Source: an optimization exercise on an open RTL-to-GDS flow (aim: small area and a short achievable clock period). Production flows keep margins and buffers that such runs may drop.
The RTL was checked by simulation tests, not by an equivalence proof against the original design.

`design.v`:
```
module clkdiv(
    input               clk,
    input               rst,  
    output reg [31:0]   div_res
);
    always @(posedge clk) begin      
        if(rst == 1'b1) begin
            div_res <= 32'b0;
        end else begin
            div_res <= div_res + 32'b1;   
        end
    end
endmodule
module random_generator (
    input wire clk,                    
    input wire reset,                  
    output reg [15:0] random_number    
);
    reg [15:0] lfsr;
    always @(posedge clk or posedge reset) begin
        if (reset) begin
            lfsr <= 16'hACE1;
            random_number <= 16'h0000;
        end else begin
        lfsr <= {lfsr[14:0], lfsr[15] ^ lfsr[13] ^ lfsr[12] ^ lfsr[10]};
        random_number <= lfsr;
        end
    end
endmodule
module ps2_recorder (
    input clk,
    input reset,
    input ps2_clk,
    input ps2_data,
    output reg [31:0] record,
    output wire finished
);
    reg [1:0] sync_reg;       
    reg [10:0] shift_reg;     
    reg [3:0] bit_count;       
    wire ps2_clk_falling;     
    reg [2:0] count;          
    assign finished = (count == 3'b011);  
    always @(posedge clk or posedge reset) begin
        if (reset)
            sync_reg <= 2'b11;
        else
            sync_reg <= {sync_reg[0], ps2_clk};
    end
    assign ps2_clk_falling = (sync_reg == 2'b10);
    always @(posedge clk or posedge reset) begin
        if (reset) begin
            bit_count <= 0;
            shift_reg <= 11'h7FF;
            record <= 0;
            count <= 0;
        end
        else if (ps2_clk_falling) begin   
            shift_reg <= {ps2_data, shift_reg[10:1]};
            if (bit_count == 4'd10) begin   
                bit_count <= 0;             
                record <= {record[23:0], shift_reg[9:2]};
                if (count < 3'b011) begin
                    count <= count + 1;
                end else begin
                    count <= 1;
                end
            end
            else begin
                bit_count <= bit_count + 1;  
            end
        end
    end
endmodule
module ps2_mouse_driver (
    input clk,               
    input reset,             
    input ps2_clk,           
    input ps2_data,          
    output reg [11:0] x_pos,  
    output reg [11:0] y_pos,  
    output reg [31:0] seg_data,  
    output reg left_btn,     
    output reg right_btn     
);
    localparam MAX_X = 12'd639;  
    localparam MAX_Y = 12'd479;   
    localparam INIT_X = 12'd320;  
    localparam INIT_Y = 12'd240;   
    wire [31:0] record;  
    wire finished;  
    ps2_recorder recorder (
        .clk(clk),
        .reset(reset),
        .ps2_clk(ps2_clk),
        .ps2_data(ps2_data),
        .record(record),
        .finished(finished)
    );
    reg prev_finished;  
    always @(posedge clk or posedge reset) begin
        if (reset) begin
            x_pos <= INIT_X;
            y_pos <= INIT_Y;
            left_btn <= 0;
            right_btn <= 0;
            prev_finished <= 0;
        end else begin
            if (finished && !prev_finished) begin
                left_btn <= record[16];           
                right_btn <= record[17];          
                if (x_pos + $signed({{4{record[15]}}, record[15:8]}) > MAX_X && record[15] == 0) begin
                    x_pos <= MAX_X;  
                end else if (x_pos + $signed({{4{record[15]}}, record[15:8]}) > MAX_X && record[15] == 1) begin
                    x_pos <= 0;  
                end else begin
                    x_pos <= x_pos + $signed({{4{record[15]}}, record[15:8]});
                end
                if (y_pos + $signed({{4{record[7]}}, record[7:0]}) > MAX_Y && record[7] == 0) begin
                    y_pos <= MAX_Y;  
                end else if (y_pos + $signed({{4{record[7]}}, record[7:0]}) > MAX_Y && record[7] == 1) begin
                    y_pos <= 0;  
                end else begin
                    y_pos <= y_pos + $signed({{4{record[7]}}, record[7:0]});
                end
                if ($signed(x_pos) > MAX_X) x_pos <= MAX_X;
                if ($signed(y_pos) > MAX_Y) y_pos <= MAX_Y;
                if ($signed(x_pos) < 0) x_pos <= 0;
                if ($signed(y_pos) < 0) y_pos <= 0;
            end
            prev_finished <= finished;  
        end
    end
endmodule
module mouse_monitor (
    input clk,
    input [11:0] x_pos,  
    input [11:0] y_pos,  
    input left_btn,  
    input right_btn,  
    output reg [11:0] mouse_click_mole,  
    output reg mouse_click,  
    output reg mouse_right_click  
);
    wire prev_left_btn = 1'b0;
    wire prev_right_btn = 1'b0;
    always @(posedge clk) begin
        if (left_btn && !prev_left_btn) begin
            mouse_click_mole[0] <= (x_pos >= 106 && x_pos <= 151 && y_pos >= 273 && y_pos <= 307);
            mouse_click_mole[1] <= (x_pos >= 230 && x_pos <= 274 && y_pos >= 270 && y_pos <= 305);
            mouse_click_mole[2] <= (x_pos >= 350 && x_pos <= 392 && y_pos >= 271 && y_pos <= 306);
            mouse_click_mole[3] <= (x_pos >= 470 && x_pos <= 513 && y_pos >= 270 && y_pos <= 306);
            mouse_click_mole[4] <= (x_pos >= 94 && x_pos <= 140 && y_pos >= 320 && y_pos <= 352);
            mouse_click_mole[5] <= (x_pos >= 224 && x_pos <= 269 && y_pos >= 320 && y_pos <= 352);
            mouse_click_mole[6] <= (x_pos >= 353 && x_pos <= 400 && y_pos >= 320 && y_pos <= 352);
            mouse_click_mole[7] <= (x_pos >= 480 && x_pos <= 528 && y_pos >= 320 && y_pos <= 352);
            mouse_click_mole[8] <= (x_pos >= 78 && x_pos <= 125 && y_pos >= 374 && y_pos <= 408);
            mouse_click_mole[9] <= (x_pos >= 218 && x_pos <= 271 && y_pos >= 374 && y_pos <= 408);
            mouse_click_mole[10] <= (x_pos >= 357 && x_pos <= 408 && y_pos >= 374 && y_pos <= 408);
            mouse_click_mole[11] <= (x_pos >= 496 && x_pos <= 550 && y_pos >= 374 && y_pos <= 408);
            mouse_click <= 1;
        end else begin
            mouse_click_mole <= 0;
            mouse_click <= 0;
        end
        if (right_btn && !prev_right_btn) begin
            mouse_right_click <= 1;
        end else begin
            mouse_right_click <= 0;
        end
    end
endmodule
module buzzer_controller(
    input wire clk,         
    input wire [15:0] score,  
    input wire mouse_click,  
    input wire is_win,
    input wire is_lose,
    input wire [2:0] live,  
    input wire enabled,  
    input wire reset,  
    output reg [5:0] note  
);
    reg is_playing;  
    reg prev_is_win;  
    reg prev_is_lose;  
    reg [2:0] prev_live;  
    reg [15:0] prev_score;  
    reg [151:0] current_notelist;  
    reg [151:0] current_notelist_length;  
    reg [31:0] current_playtime;  
    wire [31:0] div_res;
    clkdiv u_clkdiv (
        .clk(clk),
        .rst(reset),
        .div_res(div_res)
    );
    wire tick = (div_res[10:0] == 11'h3FF);
    always @(posedge clk) begin
        if (reset) begin
            is_playing <= 0;
            note <= 8'd0;
            current_playtime <= 32'd0;
            prev_is_win <= is_win;
            prev_is_lose <= is_lose;
            prev_live <= live;
            prev_score <= score;
        end else if (tick) begin
        if (enabled) begin
            if (is_playing) begin
                current_playtime <= current_playtime + 1;
                if (current_playtime >= current_notelist_length[7:0]) begin  
                    current_notelist_length <= current_notelist_length >> 8;  
                    current_notelist <= current_notelist >> 8;
                    current_playtime <= 32'd0;  
                    if (current_notelist_length == 0) begin
                        is_playing <= 0;  
                        note <= 8'd0;
                    end else begin
                        note <= current_notelist[7:0];  
                    end
                end
            end else if (is_win && !prev_is_win) begin
                is_playing <= 1;
                current_notelist <= {
                    8'd18,   
                    8'd18,   
                    8'd18,   
                    8'd16,   
                    8'd16,   
                    8'd9,    
                    8'd12,   
                    8'd16,   
                    8'd9,    
                    8'd12,   
                    8'd16,   
                    8'd14,   
                    8'd14,   
                    8'd7,    
                    8'd10,   
                    8'd14,   
                    8'd7,    
                    8'd10,   
                    8'd14    
                };
                current_notelist_length <= {
                    8'd200,
                    8'd200,   
                    8'd200,
                    8'd200,
                    8'd200,
                    8'd100,
                    8'd100,
                    8'd100,
                    8'd100,
                    8'd100,
                    8'd100,
                    8'd200,
                    8'd200,
                    8'd100,
                    8'd100,
                    8'd100,
                    8'd100,
                    8'd100,
                    8'd100
                };
                current_playtime <= 32'd0;
            end else if (is_lose && !prev_is_lose) begin
                is_playing <= 1;
                current_notelist <= {
                    8'd4,    
                    8'd3,   
                    8'd7,   
                    8'd6,   
                    8'd0,
                    8'd10,  
                    8'd8,  
                    8'd10   
                };
                current_notelist_length <= {
                    8'd150,
                    8'd150,
                    8'd150,
                    8'd150,
                    8'd110,
                    8'd200,
                    8'd100,
                    8'd100
                };
                current_playtime <= 32'd0;
            end else if (score > prev_score) begin
                is_playing <= 1;
                current_notelist <= {
                    8'd26,  
                    8'd20,  
                    8'd17,  
                    8'd13   
                };
                current_notelist_length <= {
                    8'd30,   
                    8'd30,   
                    8'd30,   
                    8'd30    
                };
                current_playtime <= 32'd0;
            end else if (live < prev_live) begin
                is_playing <= 1;
                current_notelist <= {
                    8'd12,  
                    8'd18,  
                    8'd26,  
                    8'd30,  
                    8'd34,  
                    8'd36   
                };
                current_notelist_length <= {
                    8'd50,  
                    8'd30,   
                    8'd30,   
                    8'd20,   
                    8'd20,   
                    8'd20    
                };
                current_playtime <= 32'd0;
            end else if (mouse_click) begin
                is_playing <= 1;
                current_notelist <= { 
                    8'd15,  
                    8'd16,  
                    8'd17,  
                    8'd19   
                };
                current_notelist_length <= {
                    8'd30,  
                    8'd20,  
                    8'd20,  
                    8'd30   
                };
                current_playtime <= 32'd0;
            end else begin
                is_playing <= 0;
                note <= 8'd0;
            end
        end else begin
            is_playing <= 0;
            note <= 8'd0;
            current_playtime <= 32'd0;
        end
        prev_is_win <= is_win;  
        prev_is_lose <= is_lose;  
        prev_live <= live;  
        prev_score <= score;  
        end
    end
endmodule
module buzzer_driver(
    input clk,         
    input [5:0] note,  
    output reg beep    
);
    reg [31:0] cnt;
    reg [31:0] period;
    always @(*) begin
        case(note)
            6'd0:  period = 32'd0;         
            6'd1:  period = 32'd95556;     
            6'd2:  period = 32'd90194;     
            6'd3:  period = 32'd85131;     
            6'd4:  period = 32'd80385;     
            6'd5:  period = 32'd75922;     
            6'd6:  period = 32'd71714;     
            6'd7:  period = 32'd67742;     
            6'd8:  period = 32'd63992;     
            6'd9:  period = 32'd60456;     
            6'd10: period = 32'd57122;     
            6'd11: period = 32'd53984;     
            6'd12: period = 32'd51036;     
            6'd13: period = 32'd48267;     
            6'd14: period = 32'd45668;     
            6'd15: period = 32'd43232;     
            6'd16: period = 32'd40945;     
            6'd17: period = 32'd38796;     
            6'd18: period = 32'd36777;     
            6'd19: period = 32'd34880;     
            6'd20: period = 32'd33096;     
            6'd21: period = 32'd31420;     
            6'd22: period = 32'd29844;     
            6'd23: period = 32'd28362;     
            6'd24: period = 32'd26968;     
            6'd25: period = 32'd23889;     
            6'd26: period = 32'd22544;     
            6'd27: period = 32'd21284;     
            6'd28: period = 32'd20096;     
            6'd29: period = 32'd18960;     
            6'd30: period = 32'd17896;     
            6'd31: period = 32'd16896;     
            6'd32: period = 32'd15944;     
            6'd33: period = 32'd15048;     
            6'd34: period = 32'd14204;     
            6'd35: period = 32'd13408;     
            6'd36: period = 32'd12654;     
            6'd37: period = 32'd11944;     
            6'd38: period = 32'd11272;     
            6'd39: period = 32'd10642;     
            6'd40: period = 32'd10048;     
            6'd41: period = 32'd9480;      
            6'd42: period = 32'd8948;      
            6'd43: period = 32'd8450;      
            6'd44: period = 32'd7972;      
            6'd45: period = 32'd7524;      
            6'd46: period = 32'd7102;      
            6'd47: period = 32'd6704;      
            6'd48: period = 32'd6327;      
            6'd49: period = 32'd5972;      
            6'd50: period = 32'd5636;      
            6'd51: period = 32'd5318;      
            6'd52: period = 32'd5018;      
            6'd53: period = 32'd4736;      
            6'd54: period = 32'd4474;      
            6'd55: period = 32'd4225;      
            6'd56: period = 32'd3986;      
            6'd57: period = 32'd3762;      
            6'd58: period = 32'd3551;      
            6'd59: period = 32'd3352;      
            6'd60: period = 32'd3164;      
            6'd61: period = 32'd2986;      
            6'd62: period = 32'd2820;      
            6'd63: period = 32'd0;         
            default: period = 32'd0;
        endcase
    end
    always @(posedge clk) begin
        if(period == 0) begin
            cnt <= 0;
            beep <= 0;
        end else if(cnt >= period) begin
            cnt <= 0;
            beep <= ~beep;
        end else begin
            cnt <= cnt + 1;
        end
    end
endmodule
module game(
    input clk,         
    input reset,       
    input is_pause,       
    input [11:0] x_pos,  
    input [11:0] y_pos,  
    input left_btn,  
    input right_btn,  
    output [5:0] note,  
    output [31:0] seg_data,  
    output [11:0] mole_up_o,  
    output is_start_o  
);
    wire [11:0] mouse_click_mole;  
    wire mouse_click;  
    wire mouse_right_click;  
    wire [15:0] random_number;  
    reg is_start;  
    reg [15:0] score;  
    reg [31:0] time_left;  
    reg [11:0] mole_up;  
    reg [3:0] level;  
    reg [2:0] live;  
    wire is_win = (level > 9);  
    wire is_lose = (live == 0);  
    always @(posedge clk or posedge reset) begin
        if (reset) begin
            is_start <= 0;
            score <= 0;
            time_left <= 0;  
            mole_up <= 0;  
            level <= 1;  
            live <= 5;  
        end else if (!is_start) begin
            if (mouse_click) begin
                is_start <= 1;  
            end
        end else if (is_pause) begin
        end else if (is_win || is_lose) begin
            if (mouse_right_click) begin
                is_start <= 0;  
                score <= 0;  
                time_left <= 0;  
                mole_up <= 0;  
                level <= 1;  
                live <= 5;  
            end
        end else begin
            if (time_left > 0) begin
                time_left <= time_left - 1;  
            end else begin
                if (|mole_up) begin
                    live <= live - 1;  
                    mole_up <= 0;  
                    time_left <= {(random_number % 50 + 25) / level, 8'b0};  
                end else begin
                    mole_up[random_number % 12] <= 1;  
                    time_left <= {(random_number % 200 + 100) / level, 8'b0};  
                end
            end
            if (|(mouse_click_mole & mole_up)) begin
                score <= score + level * time_left[17:8];
                mole_up <= 0;  
                time_left <= {(random_number % 50 + 25) / level, 8'b0};  
                if (score >= 500 * level) begin
                    level <= level + 1;  
                end
            end
        end
    end
    buzzer_controller buzzer_controller_inst (
        .clk(clk),
        .score(score),
        .mouse_click(mouse_click),
        .is_win(is_win),
        .is_lose(is_lose),
        .live(live),
        .enabled(1),  
        .reset(reset),
        .note(note)
    );
    mouse_monitor mouse_monitor_inst (
        .clk(clk),
        .x_pos(x_pos),
        .y_pos(y_pos),
        .left_btn(left_btn),
        .right_btn(right_btn),
        .mouse_click_mole(mouse_click_mole),
        .mouse_click(mouse_click),
        .mouse_right_click(mouse_right_click)
    );
    random_generator random_generator_inst (
        .clk(clk),
        .reset(reset),
        .random_number(random_number)
    );
    assign mole_up_o = mole_up;
    assign is_start_o = is_start;
    assign seg_data = {
        level,
        1'b0, live,
        8'b0,
        score
    };
endmodule
module whac_core (
    input  wire        clk,
    input  wire        rst,         
    input  wire        pause,       
    input  wire        ps2_clk,
    input  wire        ps2_data,
    output wire [11:0] x_pos,
    output wire [11:0] y_pos,
    output wire        left_btn,
    output wire        right_btn,
    output wire [11:0] mole_up,
    output wire        is_start,
    output wire [3:0]  level,
    output wire [2:0]  live,
    output wire [15:0] score,
    output wire [5:0]  note,
    output wire        beep
);
    ps2_mouse_driver mouse_driver (
        .clk(clk),
        .reset(rst),
        .ps2_clk(ps2_clk),
        .ps2_data(ps2_data),
        .x_pos(x_pos),
        .y_pos(y_pos),
        .seg_data(),
        .left_btn(left_btn),
        .right_btn(right_btn)
    );
    buzzer_driver buzzer (
        .clk(clk),
        .note(note),
        .beep(beep)
    );
    wire [31:0] seg_data;
    game game_logic (
        .clk(clk),
        .reset(rst),
        .is_pause(pause),
        .x_pos(x_pos),
        .y_pos(y_pos),
        .seg_data(seg_data),
        .left_btn(left_btn),
        .right_btn(right_btn),
        .note(note),
        .mole_up_o(mole_up),
        .is_start_o(is_start)
    );
    assign level = seg_data[31:28];
    assign live  = seg_data[26:24];
    assign score = seg_data[15:0];
endmodule
```
`run.sh`:
```
#!/bin/bash
# synth_recipe.tcl (not shown) runs the flow's synth.tcl, then flattens the netlist and writes it again
# the make line also repeats each setting of config.mk as NAME=value (left out here)
make -C /OpenROAD-flow-scripts/flow DESIGN_CONFIG=/design/flow/config.mk WORK_HOME=/design/flow/orfs CLKGATE_MAP_FILE= SYNTH_SCRIPT=/design/flow/synth_recipe.tcl finish
```
`config.mk`:
```
export PLATFORM = sky130hd
export DESIGN_NAME = whac_core
export DESIGN_NICKNAME = whac_core
export VERILOG_FILES = /design/flow/design.v
export SDC_FILE = /design/flow/constraint.sdc
export NUM_CORES = 4
export LEC_CHECK = 0
export CAP_MARGIN = 20
export CORE_MARGIN = 2
export CORE_UTILIZATION = 40
export SLEW_MARGIN = 20
```
`constraint.sdc`:
```
create_clock -name core_clock -period 80.0 [get_ports {clk}]
set_input_delay 16.0000 -clock core_clock [delete_from_list [all_inputs] [get_ports {clk}]]
set_output_delay 16.0000 -clock core_clock [all_outputs]
set_load 0.01 [all_outputs]
```
==> notes.md <==
[placed cells by master (no fill, tap or decap), types with 70 or more instances in the layout]
master	Yosys	layout
nor2_1	853	839
nand2_1	723	718
a21oi_1	573	547
o21ai_0	447	440
ha_1	403	402
xnor2_1	350	348
nor3_1	359	345
inv_1	341	337
buf_4	42	267
nand3_1	272	262
o21a_1	216	215
xor2_1	210	210
and2_1	187	185
edfxtp_1	153	153
a21o_1	147	147
nand4_1	131	131
dfrtp_1	127	127
a31oi_1	126	125
or2_2	118	118
mux2i_1	126	118
nand2b_1	118	117
nor4_1	123	117
dfxtp_1	114	113
and3_1	110	106
mux2_2	106	106
or3_1	99	99
a211oi_1	104	98
o211ai_1	87	87
o31ai_1	75	74
clkdlybuf4s50_1	0	73
nor2b_1	73	70
[metrics by stage]
step / TNS [ns] / worst slack, ns / cell area [um^2] / std cells
3_5_place_dp: -1.41 / -1.41 / 67500 / 10570
6_report: 0 / 4.82 / 70800 / 10736
4_1_cts: 0 / 0.0881 / 69400 / 10661
3_3_place_gp: -2.75 / -2.75 / 67500 / 10567
5_1_grt: -0.414 / -0.414 / 70800 / 10735
2_1_floorplan: 0 / 0.449 / 64000 / 8509
[final cells by class]
type	count	area share
multi-input combinational	7455	0.729
sequential	422	0.153
timing repair buffer	345	0.0394
tap	2072	0.0366
clock buffer	68	0.0199
inverter	353	0.0190
clock inverter	20	0.00398
antenna	1	0.0000354
[repair_timing]
item                                    CTS  global route
endpoints found under the setup margin    1             3
hold buffers                              0             0
setup buffers                             3            69
gates resized for setup                  24           165
cloned                                    0             3
pin swaps                                 1            36
[path summary, 6_finish.rpt]
check	end	startpoint
setup / recovery	game_logic.time_left[8]$_DFFE_PP0P_	game_logic.random_generator_inst.random_number[12]$_DFF_PP0_
hold / removal	game_logic.random_generator_inst.random_number[7]$_DFF_PP0_	game_logic.random_generator_inst.lfsr[7]$_DFF_PP1_
setup reg to reg	game_logic.time_left[8]$_DFFE_PP0P_	game_logic.random_generator_inst.random_number[12]$_DFF_PP0_
max in group asynchronous	game_logic.mole_up[4]$_DFFE_PP0P_	rst
min in group asynchronous	game_logic.level[2]$_DFFE_PP0P_	rst
hold reg to reg	game_logic.random_generator_inst.random_number[7]$_DFF_PP0_	game_logic.random_generator_inst.lfsr[7]$_DFF_PP1_
[critical path, delay by kind of cell (launching register included)]
kind | cells | cell delay, ns
AND/OR/NAND/NOR | 134 | 28.77
adder cells (fa/ha/maj) | 34 | 9.79
multiplexers | 16 | 4.01
AO/OA/AOI/OAI | 158 | 29.67
flip-flops | 1 | 0.37
buffers and inverters | 16 | 2.30
[kinds of logic (layout without fill, tap and decap cells)]
kind of cell    Yosys count  in the layout
other cells               1             16
xor+xnor                568            568
simple gates           3534           3536
fa+ha+maj               436            436
buf+inv                 635            786
compound gates         2652           2653
flops                   422            422
mux                     247            247
[routing by layer]
metal / global-route usage / up-vias
met2: 0.395 / 2107
met4: 0.0472 / 2
met1: 0.350 / 31971
met3: 0.0229 / 278
li1: - / 32357
met5: 0 / -
==> flow_summary.json <==
{
  "status": "finished clean",
  "critPathMostFrequentCell": "o21a_1",
  "ys_warn_count": 9,
  "hold_slack_ns": 0.355,
  "grt_antenna_before_repair": 2,
  "htreeDepth": 2,
  "nNetsFinal": 9058,
  "synth_top_family_by_area": "compound AO/OA/AOI/OAI gates",
  "die_y_um": 404,
  "yosysTopAreaCell": "ha_1",
  "max_slew_margin": 0.163,
  "insertion_delay_ns": 0.65,
  "grt_pass1_wl_um": 334000,
  "fin_crit_ns": 75.18,
  "rows": 146,
  "cp_data_arrival_time_ns": 75.67,
  "grt.total_usage": 0.243,
  "die_area_um2": 163000,
  "cp_data_required_time_ns": 80.50,
  "via_count": 66715,
  "cp_max_fo": 19,
  "grt-ovfl-total": 0,
  "route.detailed.drc": 0,
  "wire_per_inst_um": 19.6,
  "cts.path.max_buffers": 3,
  "synth.area.top_cells": "ha_1 7.9%, edfxtp_1 7.2%, nor2_1 5.0%, dfrtp_1 5.0%, xnor2_1 4.8%",
  "largest_reg_flops": 67,
  "first_pass_iters": 8,
  "min_path_type": "reg2reg",
  "crit_path_end_kind": "register",
  "synth_async_sr_flop_share": 0.367,
  "tightest_slew_ns": 1.22,
  "drv_cap": 0,
  "grt_pass1_vias": 61429,
  "fin_skew_ns": 0.0788,
  "synth_top_area_frac": 0.0788,
  "synth_cells": 8495,
  "clkSinkCount": 422,
  "grt_start_max_net_pins": 75,
  "drt_iter0_markers": 5901,
  "clockRootBuffer": "clkbuf_16",
  "synth_cell_types": 180,
  "top_layer": "met5",
  "finish.utilization": 0.446,
  "cts_tree": "built",
  "pin_count": 74,
  "ys_ff_latch": 422,
  "synth-simple-area-share": 0.289,
  "regToRegSetupSlack_ns": 4.82,
  "drt-vias-per-instance": 6.21,
  "core_area_um2": 159000,
  "synth_edf_count": 153,
  "ff_latch_area_um2": 10800,
  "critical_path_class": "reg2reg",
  "r2r_cells": 358,
  "seq_area_frac_synth": 0.169,
  "yosys-mux-area-fraction": 0.0415,
  "startpoint_type": "register",
  "hpwl_um": 164000,
  "drive_gt1_frac": 0.122,
  "reg_top3": "game_logic.buzzer_controller_inst.current_notelist_length (67), game_logic.buzzer_controller_inst.current_notelist (65)",
  "synth_xor_area_frac": 0.0789,
  "synth_common_cells": "853 x nor2_1, 723 x nand2_1, 573 x a21oi_1, 447 x o21ai_0, 403 x ha_1",
  "slowest_delay_ns": 0.60,
  "wl_met2_um": 94400,
  "clk_pin_slew_ns": 0.07,
  "antenna_left": 0,
  "report.final.slew_viol_count": 0,
  "max_freq_ghz": 0.0133,
  "setup_viol": 0,
  "multi_input_area_um2": 51600,
  "whs_path_depth": 0,
  "wl_met3_um": 11200,
  "finalHoldViolations": 0,
  "cpMaxStageDelayCell": "or4_4",
  "io_buffers": 73,
  "area_growth_pct": 10.6,
  "syn_avg_cell_area_um2": 7.53,
  "largest_register": "game_logic.buzzer_controller_inst.current_notelist_length",
  "initial_core_util": 0.403,
  "synthAdderAreaFrac": 0.0881,
  "fillers": 16027,
  "cts_buffers": 47,
  "yosysMostFrequentCell": "nor2_1",
  "gp_congestion": 0.961,
  "ys.flop_type": "edfxtp_1",
  "chipWidth_um": 404,
  "syn-cell-area_um2": 64000,
  "wl_um": 210000,
  "wl_met1_um": 101000,
  "finalCritPeriodShare": 0.940,
  "synth_compound_area_frac": 0.291
}

[afterwards: timing with drivers on the ports]
How much do the figures lean on ideal ports? The routed layout below was timed once more, with nothing changed but the port constraints. Step 1 (the two cells are an assumption about what drives the block):
set clk [get_ports {clk}]
set_driving_cell -lib_cell sky130_fd_sc_hd__clkbuf_16 $clk
set_driving_cell -lib_cell sky130_fd_sc_hd__buf_2 [delete_from_list [all_inputs] $clk]
Step 2, shift: input delay + t, output delay - t, t = (earliest + latest rising clock arrival at the registers) / 2. This alone moves slack from input paths to output paths. Three values: ideal ports, drivers, drivers and shift; two values: the first two.
t, ns: 0.692
slack for setup (ns): 4.823 / 4.823 / 4.823
worst register clock-pin slew, ns: 0.07 / 0.07
worst slew at a driven data input, ns: 0.03
After both steps setup and hold are still met in this run. For this run, drivers alone change the setup slack by 0.000 ns; drivers and shift together by 0.000 ns.
